What follows belongs to an exercise in optimizing a design on an open flow for a short achievable clock period and few clock cycles; a production flow would make more cautious choices.
Only simulation tests tie the RTL to the original design; equivalence was not proved.
Power and IR drop assume default switching activity.

==> flow/design.v (excerpt) <==
module cpu(clk, reset, read_data, datapath_out, N, V, Z, mem_addr, m_cmd, write_data, halt_state_output);
  input clk, reset;
  input [15:0] read_data;
  output [15:0] datapath_out;
  output N, V, Z;
  output [8:0] mem_addr;
  output [1:0] m_cmd;
  output [15:0] write_data;
  output halt_state_output;
  reg [127:0] rf;             
  reg [15:0]  C;
  reg [15:0]  Wr, Wc;
  reg [7:0]   wv;
  reg         wcv;
  reg         fN, fV, fZ;
  reg         fNZ, fLT, fLE, fGE, fGT;   
  reg         halted;
  reg [8:0]   pcF;            
  reg         fv;             
  reg [8:0]   fa, fa1;        
  reg         fpred;          
  reg [3:0]   bv;
  reg [35:0]  bpc, btg;       
  reg [1:0]   bptr;
  reg [15:0]  IR;
  reg         iv;             
  reg [8:0]   ipc0, ipc1, ipc2;   
  reg [8:0]   kc1, kc2;       
  reg         d_bwd;          
  reg [8:0]   itgt;           
  reg [15:0]  Aop, Bop;       
  reg         d_add, d_cmp, d_and, d_mvn, d_mov, d_movi, d_ldr, d_str, d_bx, d_bl, d_halt, d_cc;
  reg         d_we;           
  reg [7:0]   d_wsel;         
  reg [2:0]   d_wnum;         
  reg [2:0]   d_srcA, d_srcB;
  reg [1:0]   d_bsh;
  reg         c_alw, c_z, c_nz, c_lt, c_le, c_ge, c_gt;    
  reg         tk;             
  reg         ra;             
  reg         ra_o, ma_o;     
  reg [8:0]   mar;            
  reg         dop, dst;       
  reg [8:0]   daddr;
  reg         mcw, mcr;       
  reg         ld1, ld2;       
  reg         ld2c;           
  reg [2:0]   ld1rd, ld2rd;
  reg         kill;           
  reg [8:0]   kpc;
  function [15:0] shf;
    input [15:0] x;
    input [1:0] s;
    case (s)
      2'b00: shf = x;
      2'b01: shf = {x[14:0], 1'b0};
      2'b10: shf = {1'b0, x[15:1]};
      default: shf = {x[15], x[15:1]};
    endcase
  endfunction
  wire exec = iv & ~kill & ~halted;
  wire [15:0] A = Aop, B = Bop;
  wire [15:0] sx5  = {{11{IR[4]}}, IR[4:0]};
  wire [15:0] sx8  = {{8{IR[7]}}, IR[7:0]};
  wire        mem  = d_ldr | d_str;
  wire [15:0] sumR = A + B;
  ...
Size: about 3,200 cells after synthesis, roughly 29,000 µm² of cells after synthesis.
clock: 6.0 ns
lec_check: 0
abc_clock_period_in_ps: 2000
cap_margin: 20
core_margin: 2
core_utilization: 40
setup_slack_margin: 3.5
slew_margin: 20
tns_end_percent: 100
standard.sh (not shown) runs the stock make flow with config.mk's settings and CLKGATE_MAP_FILE= SYNTH_SCRIPT=/design/flow/synth_recipe.tcl, a recipe that flattens the netlist after the stock synthesis.
==> flow/flow/run.sh <==
#!/bin/bash
set -euo pipefail
export BUFFER_PORTS_ARGS="-buffer_cell sky130_fd_sc_hd__buf_4"
bash standard.sh > standard_flow.log 2>&1
The first run finished with timing, DRC and antenna clean.
Testbench counts at the start, summed over its fixed seeds: cycles 44,865.
Next try:
--- a/flow/design.v
+++ b/flow/design.v
@@ -29,25 +29,24 @@
   reg         d_bwd;          
   reg [8:0]   itgt;           
   reg [15:0]  Aop, Bop;       
   reg         d_add, d_cmp, d_and, d_mvn, d_mov, d_movi, d_ldr, d_str, d_bx, d_bl, d_halt, d_cc;
   reg         d_we;           
   reg [7:0]   d_wsel;         
   reg [2:0]   d_wnum;         
   reg [2:0]   d_srcA, d_srcB;
   reg [1:0]   d_bsh;
   reg         c_alw, c_z, c_nz, c_lt, c_le, c_ge, c_gt;    
   reg         tk;             
   reg         ra;             
-  reg         ra_o, ma_o;     
   reg [8:0]   mar;            
   reg         dop, dst;       
   reg [8:0]   daddr;
   reg         mcw, mcr;       
   reg         ld1, ld2;       
   reg         ld2c;           
   reg [2:0]   ld1rd, ld2rd;
   reg         kill;           
   reg [8:0]   kpc;
   function [15:0] shf;
     input [15:0] x;
     input [1:0] s;
@@ -86,56 +85,50 @@
   wire cwr = d_add | d_and | d_mvn | d_mov | d_movi | d_ldr | d_str | d_bx;
   wire wrE = exec & d_we;
   wire cmpE = exec & d_cmp;
   wire gZ   = cmpE ? eqz : fZ;
   wire gNZ  = cmpE ? ~eqz : fNZ;
   wire gLT  = cmpE ? nLT : fLT;
   wire gLE  = cmpE ? (nLT | eqz) : fLE;
   wire gGE  = cmpE ? ~nLT : fGE;
   wire gGT  = cmpE ? ~(nLT | eqz) : fGT;
   wire taken = exec & tk;
   wire redir = taken & ~dop;
   wire slow  = d_bx | d_cc;      
-  assign mem_addr = ({9{ra_o}} & itgt) | ({9{ma_o}} & mar);    
+  assign mem_addr = ra ? itgt : mar;    
   assign m_cmd    = {mcw, mcr};
   assign write_data = Wc;    
   assign datapath_out = C;
   assign N = fN;
   assign V = fV;
   assign Z = fZ;
   assign halt_state_output = halted;
   wire flush      = (exec & (tk | slow)) | kill;   
   wire drop_dep   = fv & ~flush & dep;
   wire cap        = fv & ~flush & ~dep;
   wire capw       = fv & ~flush;           
   wire fetch_seq  = ~dop & ~halted & ~redir & ~(iv & slow) & ~kill;
   wire fv_n       = (redir | fetch_seq) & ~drop_dep;
-  wire [8:0] fa_n = ra ? itgt : mar;
-  reg        hitT, hitM;
-  reg [8:0]  htgT, htgM;
+  wire [8:0] fa_n = mem_addr;
+  wire [8:0] fa1_n = fa_n + 9'd1;
+  reg        hit;
+  reg [8:0]  htg;
   integer q;
   always @(*) begin
-    hitT = 1'b0; htgT = 9'd0; hitM = 1'b0; htgM = 9'd0;
-    for (q = 0; q < 4; q = q + 1) begin
-      if (bv[q] & (bpc[9*q +: 9] == itgt)) begin
-        hitT = 1'b1; htgT = htgT | btg[9*q +: 9];
-      end
-      if (bv[q] & (bpc[9*q +: 9] == mar)) begin
-        hitM = 1'b1; htgM = htgM | btg[9*q +: 9];
+    hit = 1'b0; htg = 9'd0;
+    for (q = 0; q < 4; q = q + 1)
+      if (bv[q] & (bpc[9*q +: 9] == fa_n)) begin
+        hit = 1'b1; htg = htg | btg[9*q +: 9];
       end
-    end
   end
-  wire       hit   = ra ? hitT : hitM;
-  wire [8:0] htg   = ra ? htgT : htgM;
-  wire [8:0] fa1_n = ra ? itgt + 9'd1 : mar + 9'd1;
   wire [8:0] nxt_n = hit ? htg : fa1_n;
   wire [15:0] rd = read_data;
   wire [4:0] op5 = rd[15:11];
   wire p_add  = op5 == 5'b10100;
   wire p_cmp  = op5 == 5'b10101;
   wire p_and  = op5 == 5'b10110;
   wire p_mvn  = op5 == 5'b10111;
   wire p_movi = op5 == 5'b11010;
   wire p_mov  = op5 == 5'b11000;
   wire p_ldr  = op5 == 5'b01100;
   wire p_str  = op5 == 5'b10000;
   wire p_b    = op5 == 5'b00100;
@@ -285,43 +278,39 @@
       btg[9*bptr +: 9] <= itgt;
       bptr <= bptr + 2'd1;
     end
     pcF <= pcF_n;
     mar <= mar_n;
     ld2c <= ld1 & wrE & (d_wnum == ld1rd);
     if (reset) begin
       pcF <= 9'd0;
       mar <= 9'd0;
       fv <= 1'b0;
       iv <= 1'b0;
       ra <= 1'b0;
-      ra_o <= 1'b0;
-      ma_o <= 1'b1;
       dop <= 1'b0;
       mcw <= 1'b0;
       mcr <= 1'b1;
       ld1 <= 1'b0;
       ld2 <= 1'b0;
       kill <= 1'b0;
       halted <= 1'b0;
       wv <= 8'd0;
       wcv <= 1'b0;
       bv <= 4'd0;
       bptr <= 2'd0;
     end else begin
       fv <= fv_n;
       iv <= iv_n;
       ra <= ra_n;
-      ra_o <= ra_n & ~halted & ~(exec & d_halt);
-      ma_o <= ~(ra_n & ~halted & ~(exec & d_halt));
       dop <= dop_n;
       mcw <= exec & d_str;
       mcr <= dop_n ? ~d_str : ~(halted | (exec & d_halt));
       ld1 <= exec & d_ldr;
       ld2 <= ld1;
-      kill <= exec & d_str & ((A[8:0] == kc1) | (A[8:0] == kc2) | fpred);
+      kill <= exec & d_str & ((A[8:0] == kc1) | (A[8:0] == kc2));
       if (exec & d_halt) halted <= 1'b1;
       wv <= wrE ? d_wsel : 8'd0;
       wcv <= exec & cwr;
     end
   end
 endmodule
What happened: Combinational power increases by a few percent. Setup slack loses 0.10 ns. Area after synthesis fell slightly. Design area is higher by a few percent. Wire length goes up by roughly a tenth. Sequential cell count decreases by 2. Count of clock-buffer cells in the layout decreases by 3. Critical path depth shrinks by 4. Via count goes up by a few percent. Power falls slightly. Register-to-register slack degrades by 0.06 ns.
Testbench counts after the change, summed over its fixed seeds: cycles 44,865.

Another version of the RTL of cpu (not shown whole).
Size in the first run: roughly 440 flip-flops, roughly 65 I/O pins, about 0.027 mm2 of cells after synthesis.
clock: 6.0 ns
lec_check: 0
abc_clock_period_in_ps: 2000
cap_margin: 20
core_margin: 2
core_utilization: 40
setup_slack_margin: 3.5
slew_margin: 20
tns_end_percent: 100
Scripts as last shown in full above: flow/flow/run.sh
Testbench counts at the start, summed over its fixed seeds: cycles 44,865.
Edit:
--- a/flow/design.v
+++ b/flow/design.v
@@ -22,12 +22,13 @@
   reg [3:0]   bv;
   reg [35:0]  bpc, btg;       
   reg [1:0]   bptr;
   reg [15:0]  IR;
   reg         iv;             
   reg [8:0]   ipc0, ipc1, ipc2;   
+  reg [8:0]   kc1, kc2;       
   reg         d_bwd;          
   reg [8:0]   itgt;           
   reg [15:0]  Aop, Bop;       
   reg         d_add, d_cmp, d_and, d_mvn, d_mov, d_movi, d_ldr, d_str, d_bx, d_bl, d_halt, d_cc;
   reg         d_we;           
   reg [7:0]   d_wsel;         
@@ -90,26 +91,27 @@
   wire gLE  = cmpE ? (nLT | eqz) : fLE;
   wire gGE  = cmpE ? ~nLT : fGE;
   wire gGT  = cmpE ? ~(nLT | eqz) : fGT;
   wire taken = exec & tk;
   wire redir = taken & ~dop;
   wire slow  = d_bx | d_cc;      
-  assign mem_addr = mar;
+  assign mem_addr = ra ? itgt : mar;    
   assign m_cmd    = {mcw, mcr};
   assign write_data = Wc;    
   assign datapath_out = C;
   assign N = fN;
   assign V = fV;
   assign Z = fZ;
   assign halt_state_output = halted;
   wire flush      = (exec & (tk | slow)) | kill;   
   wire drop_dep   = fv & ~flush & dep;
   wire cap        = fv & ~flush & ~dep;
+  wire capw       = fv & ~flush;           
   wire fetch_seq  = ~dop & ~halted & ~redir & ~(iv & slow) & ~kill;
   wire fv_n       = (redir | fetch_seq) & ~drop_dep;
-  wire [8:0] fa_n = mar;
+  wire [8:0] fa_n = mem_addr;
   wire [8:0] fa1_n = fa_n + 9'd1;
   reg        hit;
   reg [8:0]  htg;
   integer q;
   always @(*) begin
     hit = 1'b0; htg = 9'd0;
@@ -192,14 +194,12 @@
   wire [7:0] ttab0 = {1'b0, 1'b0, 1'b1, fpred ^ gLE0, fpred ^ gLT0, fpred ^ gNZ, fpred ^ gZ, 1'b1};
   wire tk1 = cap & ((p_b & ttab1[cnd]) | p_bl);
   wire tk0 = cap & ((p_b & ttab0[cnd]) | p_bl);
   wire tk_n = c15 ? tk1 : tk0;
   wire dop_n = exec & mem;
   wire ra_n  = tk_n & ~dop_n;
-  wire ra1   = tk1 & ~dop_n;
-  wire ra0   = tk0 & ~dop_n;
   wire [8:0] itgt_n = cap ? (pr ? fa1 : fa1 + {rd[7], rd[7:0]}) : itgt;
   wire selK = kill;
   wire selD = drop_dep & ~kill;              
   wire selX = exec & d_bx;
   wire selC = exec & d_cc;
   wire selT = taken & dop;                   
@@ -219,15 +219,13 @@
   wire [15:0] Anext = ({16{sA & ad}} & sumR) | ({16{sA & ~ad}} & ro) | Aoth;
   wire [15:0] Bnext = ({16{sB0 & ad}} & sumR) | ({16{sBL & ad}} & {sumR[14:0], 1'b0})
                     | ({16{sBR & ad}} & {sBA & sumR[15], sumR[15:1]})
                     | ({16{sB0 & ~ad}} & ro) | ({16{sBL & ~ad}} & {ro[14:0], 1'b0})
                     | ({16{sBR & ~ad}} & {sBA & ro[15], ro[15:1]}) | Both;
   wire [8:0] mar_o = dop_n ? sumI[8:0] : pcF_n;
-  wire [8:0] mar1  = ra1 ? itgt_n : mar_o;
-  wire [8:0] mar0  = ra0 ? itgt_n : mar_o;
-  wire [8:0] mar_n = c15 ? mar1 : mar0;
+  wire [8:0] mar_n = mar_o;
   integer r;
   always @(posedge clk) begin
     for (r = 0; r < 8; r = r + 1) begin
       if (wv[r])
         rf[16*r +: 16] <= Wr;
       else if (ldw & (ld2rd == r))
@@ -237,16 +235,18 @@
     Wc <= cnext;
     if (wcv) C <= Wc;
     if (cmpE) begin
       fZ <= eqz; fV <= nV; fN <= nN;
     end
     fNZ <= gNZ; fLT <= gLT; fLE <= gLE; fGE <= gGE; fGT <= gGT;
-    if (cap) begin
+    if (capw) begin
       IR <= rd;
       ipc1 <= fa1;
       ipc2 <= fa1 + 9'd1;
+      kc1 <= fa1 - {{4{rd[4]}}, rd[4:0]};
+      kc2 <= fa1 + 9'd1 - {{4{rd[4]}}, rd[4:0]};
       ipc0 <= fa;
       d_bwd <= p_bc & rd[7] & ~fpred;
       d_add <= p_add; d_cmp <= p_cmp; d_and <= p_and; d_mvn <= p_mvn;
       d_mov <= p_mov; d_movi <= p_movi; d_ldr <= p_ldr; d_str <= p_str;
       d_bx <= p_bx; d_bl <= p_bl; d_halt <= p_halt;
       d_cc <= p_b & (cnd == 3'b110);
@@ -304,13 +304,13 @@
       ra <= ra_n;
       dop <= dop_n;
       mcw <= exec & d_str;
       mcr <= dop_n ? ~d_str : ~(halted | (exec & d_halt));
       ld1 <= exec & d_ldr;
       ld2 <= ld1;
-      kill <= exec & d_str & ((sumI[8:0] == ipc1) | (sumI[8:0] == ipc2));
+      kill <= exec & d_str & ((A[8:0] == kc1) | (A[8:0] == kc2) | fpred);
       if (exec & d_halt) halted <= 1'b1;
       wv <= wrE ? d_wsel : 8'd0;
       wcv <= exec & cwr;
     end
   end
 endmodule
Result:
- non-clock buffer count falls by 23
- die area is higher by 5.5%
- worst hold slack is worse by 0.083 ns
- via count goes up by 4.0%
- sequential share of layout area hardly moves
- clock skew came out lower by 0.030 ns
- final area is higher by 3.1%
- clock power is higher by 14%
- synthesized cell count went up by 5.5%
- area after synthesis increases by 5.6%
- utilization came out lower by 1.5 points
- worst setup slack gets better by 0.051 ns
Testbench counts after the change, summed over its fixed seeds: cycles 44,865.

afterwards: timing with drivers on the ports:
The flow's constraints put no driver on any port. The routed layouts listed below were extracted and timed again, unchanged, in two steps.
Step 1, drivers: a clkbuf_16 drives clk and a buf_2 each remaining input, both assumed.
Step 2 also shifts input and output timing later by t, the mid clock arrival at the registers, as if the neighbouring blocks saw the same clock.
Three values: ideal ports, drivers, drivers and shift; two values: the first two.
run	t, ns	setup WS [ns]	worst setup path after step 2	worst data-port slew with drivers (ns)	cell pins on the clock port's net
the first run of note 1	0.697	3.084 / 2.950 / 2.253	input to register	0.30	1
the second run of note 1	0.695	2.984 / 2.918 / 2.308	input to register	0.34	1
the first run of note 2	0.675	2.988 / 2.847 / 2.172	input to register	0.42	1
the second run of note 2	0.705	3.040 / 2.972 / 2.365	input to register	0.28	1
After both steps setup and hold are still met in every run listed. For the first run of note 1, which loses most, drivers alone change the setup slack by -0.134 ns; drivers and shift together by -0.831 ns.
